Source: an optimization exercise on an open RTL-to-GDS flow (aim: small area and a short achievable clock period). Production flows keep margins and buffers that such runs may drop. The RTL was checked by simulation tests, not by an equivalence proof against the original design. Power is estimated from default activity; no workload was simulated.

==> flow/design.v <==
`timescale 1ns / 1ps
module Extra2LPTop(
    input clk,
    input rst,
    input [31:0] A_in,
    input [31:0] B_in,
    input [31:0] C_in,
    output [35:0] Q
    );
    localparam B1 = 11;    
    localparam B2 = 22;
    wire [31:0] c_sh = {2'b00, C_in[31:2]};
    wire [31:0] s0 = A_in ^ B_in ^ c_sh;
    wire [31:0] k0 = (A_in & B_in) | (A_in & c_sh) | (B_in & c_sh);
    wire [33:0] x0 = {2'b00, s0};
    wire [33:0] y0 = {1'b0, k0, 1'b0};
    wire [33:0] g0 = x0 & y0;
    wire [33:0] p0 = x0 ^ y0;
    reg [32:0] g1;           
    reg [33:0] p1;
    reg [1:0]  cl1;
    always @(posedge clk) begin
        g1  <= g0[32:0];
        p1  <= p0;
        cl1 <= C_in[1:0];
    end
    reg [33:0] gg, pp;       
    reg [33:0] cin;          
    reg [2:0]  cout;         
    integer i, l, st;
    always @(*) begin
        gg = {1'b0, g1};
        pp = p1;
        for (l = 1; l < 32; l = l * 2) begin
            for (i = 33; i >= 0; i = i - 1) begin
                st = (i >= B2) ? B2 : (i >= B1) ? B1 : 0;
                if (((i - st) & l) != 0 && ((i - st) & ~(l - 1)) - 1 + st >= st) begin
                    gg[i] = gg[i] | (pp[i] & gg[((i - st) & ~(2*l - 1)) + l - 1 + st]);
                    pp[i] = pp[i] & pp[((i - st) & ~(2*l - 1)) + l - 1 + st];
                end
            end
        end
        cin = 34'd0;
        for (i = 1; i < 34; i = i + 1)
            if (i != B1 && i != B2) cin[i] = gg[i-1];
        cout[0] = gg[B1-1];
        cout[1] = gg[B2-1];
    end
    wire [33:0] u1 = p1 ^ cin;
    reg        ph;
    reg        qa, qb;
    reg [33:0] u2;
    reg [1:0]  co2;
    reg [1:0]  cl2;
    reg [35:0] result;
    wire c_b1 = co2[0];
    wire c_b2 = co2[1] | (co2[0] & (&u2[B2-1:B1]));
    reg [B2-B1-1:0] mid;
    reg [33-B2:0]   top;
    integer j;
    always @(*) begin
        for (j = B1; j < B2; j = j + 1)
            mid[j-B1] = u2[j] ^ (c_b1 & (&(u2 | ~(((34'd1 << j) - 34'd1) & ~((34'd1 << B1) - 34'd1)))));
        for (j = B2; j < 34; j = j + 1)
            top[j-B2] = u2[j] ^ (c_b2 & (&(u2 | ~(((34'd1 << j) - 34'd1) & ~((34'd1 << B2) - 34'd1)))));
    end
    always @(posedge clk) begin
        if (rst) begin
            ph <= 1'b1;
            qa <= 1'b1;
            qb <= 1'b0;
        end else begin
            ph <= ~ph;
            qa <= ~qa;
            qb <= ~qb;
        end
        if (ph) begin
            u2  <= u1;
            co2 <= cout[1:0];
            cl2 <= cl1;
        end
        result <= ({top, mid, u2[B1-1:0], cl2} & {36{qa}}) | (result & {36{qb}});
    end
    assign Q = result;
endmodule
==> flow/config.mk <==
export PLATFORM = sky130hd
export DESIGN_NAME = Extra2LPTop
export DESIGN_NICKNAME = Extra2LPTop
export VERILOG_FILES = /design/flow/design.v
export SDC_FILE = /design/flow/constraint.sdc
export NUM_CORES = 4
export LEC_CHECK = 0
export ABC_AREA = 1
export CAP_MARGIN = 20
export CORE_MARGIN = 2
export CORE_UTILIZATION = 40
export SETUP_SLACK_MARGIN = 2.3
export SLEW_MARGIN = 20
==> flow/constraint.sdc <==
create_clock -name core_clock -period 4.0 [get_ports {clk}]
set_input_delay 0.8000 -clock core_clock [delete_from_list [all_inputs] [get_ports {clk}]]
set_output_delay 0.8000 -clock core_clock [all_outputs]
set_load 0.01 [all_outputs]
standard.sh (not shown) runs the stock make flow with config.mk's settings and CLKGATE_MAP_FILE= SYNTH_SCRIPT=/design/flow/synth_recipe.tcl, a recipe that flattens the netlist after the stock synthesis.
==> flow/flow/run.sh <==
#!/bin/bash
# Standard ORFS layout (the standard.sh, standard synthesis), with:
#  - port buffers of sky130_fd_sc_hd__buf_1 instead of the default delay buffer
#  - clock tree of clkbuf_4 cells under a clkbuf_16 root, without dummy balancing loads
cp standard.sh standard_sh.log
export BUFFER_PORTS_ARGS="-buffer_cell sky130_fd_sc_hd__buf_1"
export CTS_ARGS="-sink_clustering_enable -repair_clock_nets -dont_use_dummy_load -buf_list sky130_fd_sc_hd__clkbuf_4 -root_buf sky130_fd_sc_hd__clkbuf_16"
bash standard.sh > standard.log 2>&1
Change:
--- a/flow/design.v
+++ b/flow/design.v
@@ -50,4 +50,5 @@
     reg        ph;
     reg        qa, qb;
+    reg        pn;       
     reg [33:0] u2;
     reg [1:0]  co2;
@@ -68,16 +69,14 @@
         if (rst) begin
             ph <= 1'b1;
+            pn <= 1'b0;
             qa <= 1'b1;
             qb <= 1'b0;
         end else begin
             ph <= ~ph;
+            pn <= ~pn;
             qa <= ~qa;
             qb <= ~qb;
         end
-        if (ph) begin
-            u2  <= u1;
-            co2 <= cout[1:0];
-            cl2 <= cl1;
-        end
+        {co2, cl2, u2} <= ({cout[1:0], cl1, u1} & {38{ph}}) | ({co2, cl2, u2} & {38{pn}});
         result <= ({top, mid, u2[B1-1:0], cl2} & {36{qa}}) | (result & {36{qb}});
     end
Result: Global-route usage came out higher by 2.7 points. Clock power hardly moves. Power rises by 2.7%. Design area rises by 1.3%. Synthesized cell count rises by 21%. Setup slack got worse by 0.0079 ns. Core utilization rises by 0.23 points. Wire length increases by 24%. Sequential share of layout area drops by 5.6 points. Die area climbs by 1.8%.

[separate check: timing with driven ports]
In the flow no input, the clock included, has a driving cell. The finished layouts below were timed again as built, in two steps.
Step 1 sets driving cells, clkbuf_16 on the clock port and buf_2 on the other inputs (assumed; they add their load-dependent delay and slew).
Step 2 adds t to the input delays and takes it off the output delays; t is the mean of the earliest and latest rising clock arrival at the registers after step 1. Input paths then give back, and output paths get back, about the clock's delay inside the block.
Three values: no drivers, after step 1, after step 2; two values: the first two.
| run | t, ns | setup slack, ns | worst hold slack (ns) | worst setup path after step 2 |
|---|---|---|---|---|
| the first run | 0.393 | 2.349 / 2.309 / 2.191 | 0.404 / 0.404 / 0.404 | input to register |
| the second run | 0.384 | 2.341 / 2.302 / 2.171 | 0.454 / 0.454 / 0.454 | input to register |
After both steps setup and hold are still met in every run listed. For the second run, which loses most, drivers alone change the setup slack by -0.039 ns; drivers and shift together by -0.170 ns.
